Background: an optimization exercise with open tools, aiming at small area. Do not read the settings as production practice.
Where RTL was checked, it was by simulation tests only, not by an equivalence proof against the original.

==> flow/design.v <==
`timescale 1ns / 1ps
module sync_fifo #(
	parameter	DEPTH=8,
	parameter	WIDTH=32,
	parameter	AF_LEVEL = 1,
	parameter	AE_LEVEL = 1,
	parameter	DEPTH_LOG=$clog2(DEPTH)
)(
	input					clk, rstn,
	input					push, pop,
	input 		[WIDTH-1:0]	din,
	output 		[WIDTH-1:0]	dout,
	output					full,empty,a_full,a_empty
);
	reg [WIDTH-1:0]		mem[DEPTH-1:0];
	reg					e;
	reg [2:0]			j;
	wire				e_nx;
	wire [2:0]			j_nx;
	wire [7:0]			rsel_n;
	always @(posedge clk)
	if (push) begin
		mem[0] <= din;
		for (int i=1;i<DEPTH;i++) mem[i] <= mem[i-1];
	end
	always @(posedge clk, negedge rstn)
	if (!rstn) begin
		e <= 1'b1;
		j <= 3'b111;
	end else begin
		e <= e_nx;
		j <= j_nx;
	end
	fifo_ctrl u_ctrl (.push(push), .pop(pop), .e(e), .j(j), .e_nx(e_nx), .j_nx(j_nx),
		.rsel_n(rsel_n), .empty(empty), .full(full), .a_full(a_full), .a_empty(a_empty));
	genvar b;
	generate for (b=0;b<WIDTH;b++) begin : g_rd
		wire [3:0] z;
		for (genvar i=0;i<4;i++) begin : g_p
			fifo_oai22 u_o (.a1(rsel_n[2*i]), .a2(mem[2*i][b]), .b1(rsel_n[2*i+1]), .b2(mem[2*i+1][b]), .y(z[i]));
		end
		assign dout[b] = ~|z;
	end endgenerate
endmodule
module fifo_ctrl (
	input			push, pop, e,
	input	[2:0]	j,
	output			e_nx,
	output	[2:0]	j_nx,
	output	[7:0]	rsel_n,
	output			empty, full, a_full, a_empty
);
	wire up = push & ~pop;
	wire dn = pop & ~push;
	fifo_dec u_dec (.j(j), .rsel_n(rsel_n));
	assign j_nx[0] = j[0] ^ (push ^ pop);
	assign j_nx[1] = j[1] ^ ((up & j[0]) | (dn & ~j[0]));
	assign j_nx[2] = j[2] ^ ((up & j[0] & j[1]) | (dn & ~j[0] & ~j[1]));
	assign e_nx    = (e & ~push) | (dn & ~rsel_n[0]);
	assign empty   = e;
	assign full    = ~e & ~rsel_n[7];
	assign a_full  = ~e & j[2] & j[1];
	assign a_empty = e | ~rsel_n[0];
endmodule
module fifo_oai22 (input a1, a2, b1, b2, output y);
	assign y = ~((a1 | a2) & (b1 | b2));
endmodule
module fifo_dec (input [2:0] j, output [7:0] rsel_n);
	genvar i;
	generate for (i=0;i<8;i++) begin : g_dec
		assign rsel_n[i] = ~(j == i);
	end endgenerate
endmodule
==> flow/config.mk <==
export PLATFORM = sky130hd
export DESIGN_NAME = sync_fifo
export DESIGN_NICKNAME = sync_fifo
export VERILOG_FILES = /design/flow/design.v
export SDC_FILE = /design/flow/constraint.sdc
export NUM_CORES = 4
export LEC_CHECK = 0
export CAP_MARGIN = 20
export CORE_MARGIN = 2
export CORE_UTILIZATION = 80
export PLACE_DENSITY = 0.85
export SLEW_MARGIN = 20
export SYNTH_HIERARCHICAL = 1
export SYNTH_MINIMUM_KEEP_SIZE = 0
==> flow/constraint.sdc <==
create_clock -name core_clock -period 5.0 [get_ports {clk}]
set_input_delay 1.0000 -clock core_clock [delete_from_list [all_inputs] [get_ports {clk}]]
set_output_delay 1.0000 -clock core_clock [all_outputs]
set_load 0.01 [all_outputs]
standard.sh (not shown) runs the stock make flow with config.mk's settings and CLKGATE_MAP_FILE= SYNTH_SCRIPT=/design/flow/synth_recipe.tcl, a recipe that flattens the netlist after the stock synthesis.
==> flow/flow/run.sh <==
#!/bin/bash
# Standard ORFS layout (the standard.sh with its unchanged synthesis),
# with three changes:
#  - after synthesis, combinational cells are set to their smallest drive
#    strength (flow/downsize.py); repair_design upsizes what needs it,
#  - ports are buffered with the smallest buffer,
#  - CTS inserts no dummy loads.
# The make output is kept in standard_*.log here, each tool's own log in
# orfs/logs/.
set -e
here=$(pwd)
res=$here/orfs/results/$FLOW_PLATFORM/sync_fifo/base
export BUFFER_PORTS_ARGS="-buffer_cell sky130_fd_sc_hd__buf_1"
export CTS_ARGS="-sink_clustering_enable -repair_clock_nets -dont_use_dummy_load -buf_list sky130_fd_sc_hd__clkbuf_4 -sink_clustering_size 11 -sink_clustering_max_diameter 40"
bash standard.sh $res/1_2_yosys.v > standard_synth.log 2>&1
cp $res/1_2_yosys.v $res/1_2_yosys_orig.v
python3 flow/downsize.py $FLOW_HOME/platforms/$FLOW_PLATFORM/lib/sky130_fd_sc_hd__tt_025C_1v80.lib \
	$res/1_2_yosys_orig.v $res/1_2_yosys.v > downsize.log 2>&1
bash standard.sh > standard.log 2>&1
Other scripts of this flow, unchanged in this note and not shown: flow/flow/downsize.py
Next try:
--- a/flow/design.v
+++ b/flow/design.v
@@ -53,5 +53,8 @@
 	wire up = push & ~pop;
 	wire dn = pop & ~push;
-	fifo_dec u_dec (.j(j), .rsel_n(rsel_n));
+	genvar i;
+	generate for (i=0;i<8;i++) begin : g_dec
+		assign rsel_n[i] = ~(j == i);
+	end endgenerate
 	assign j_nx[0] = j[0] ^ (push ^ pop);
 	assign j_nx[1] = j[1] ^ ((up & j[0]) | (dn & ~j[0]));
@@ -66,8 +69,2 @@
 	assign y = ~((a1 | a2) & (b1 | b2));
 endmodule
-module fifo_dec (input [2:0] j, output [7:0] rsel_n);
-	genvar i;
-	generate for (i=0;i<8;i++) begin : g_dec
-		assign rsel_n[i] = ~(j == i);
-	end endgenerate
-endmodule
Result: Worst setup slack loses 0.082 ns. Register-to-register slack improves by 0.15 ns. Design area shrinks by about 0.35%. Cell count stays flat. Global-route usage hardly moves.
No functional check of the RTL was part of the first run of this note.

==> what the ideal ports hide <==
The results above use ideal ports. As a check the final layouts listed here were re-extracted and re-timed, cells and wires unchanged.
Step 1 sets driving cells, clkbuf_16 on the clock port and buf_2 on the other inputs (assumed; they add their load-dependent delay and slew).
Step 2 adds t to the input delays and takes it off the output delays; t is the mean of the earliest and latest rising clock arrival at the registers after step 1. Input paths then give back, and output paths get back, about the clock's delay inside the block.
Three values: ideal ports, drivers, drivers and shift; two values: the first two.
run	shift t [ns]	setup slack, ns	pins driven straight from the clock port
the first run	0.659	0.975 / 0.942 / 1.601	1
the second run	0.641	0.893 / 0.860 / 1.501	1
After both steps setup and hold are still met in every run listed.
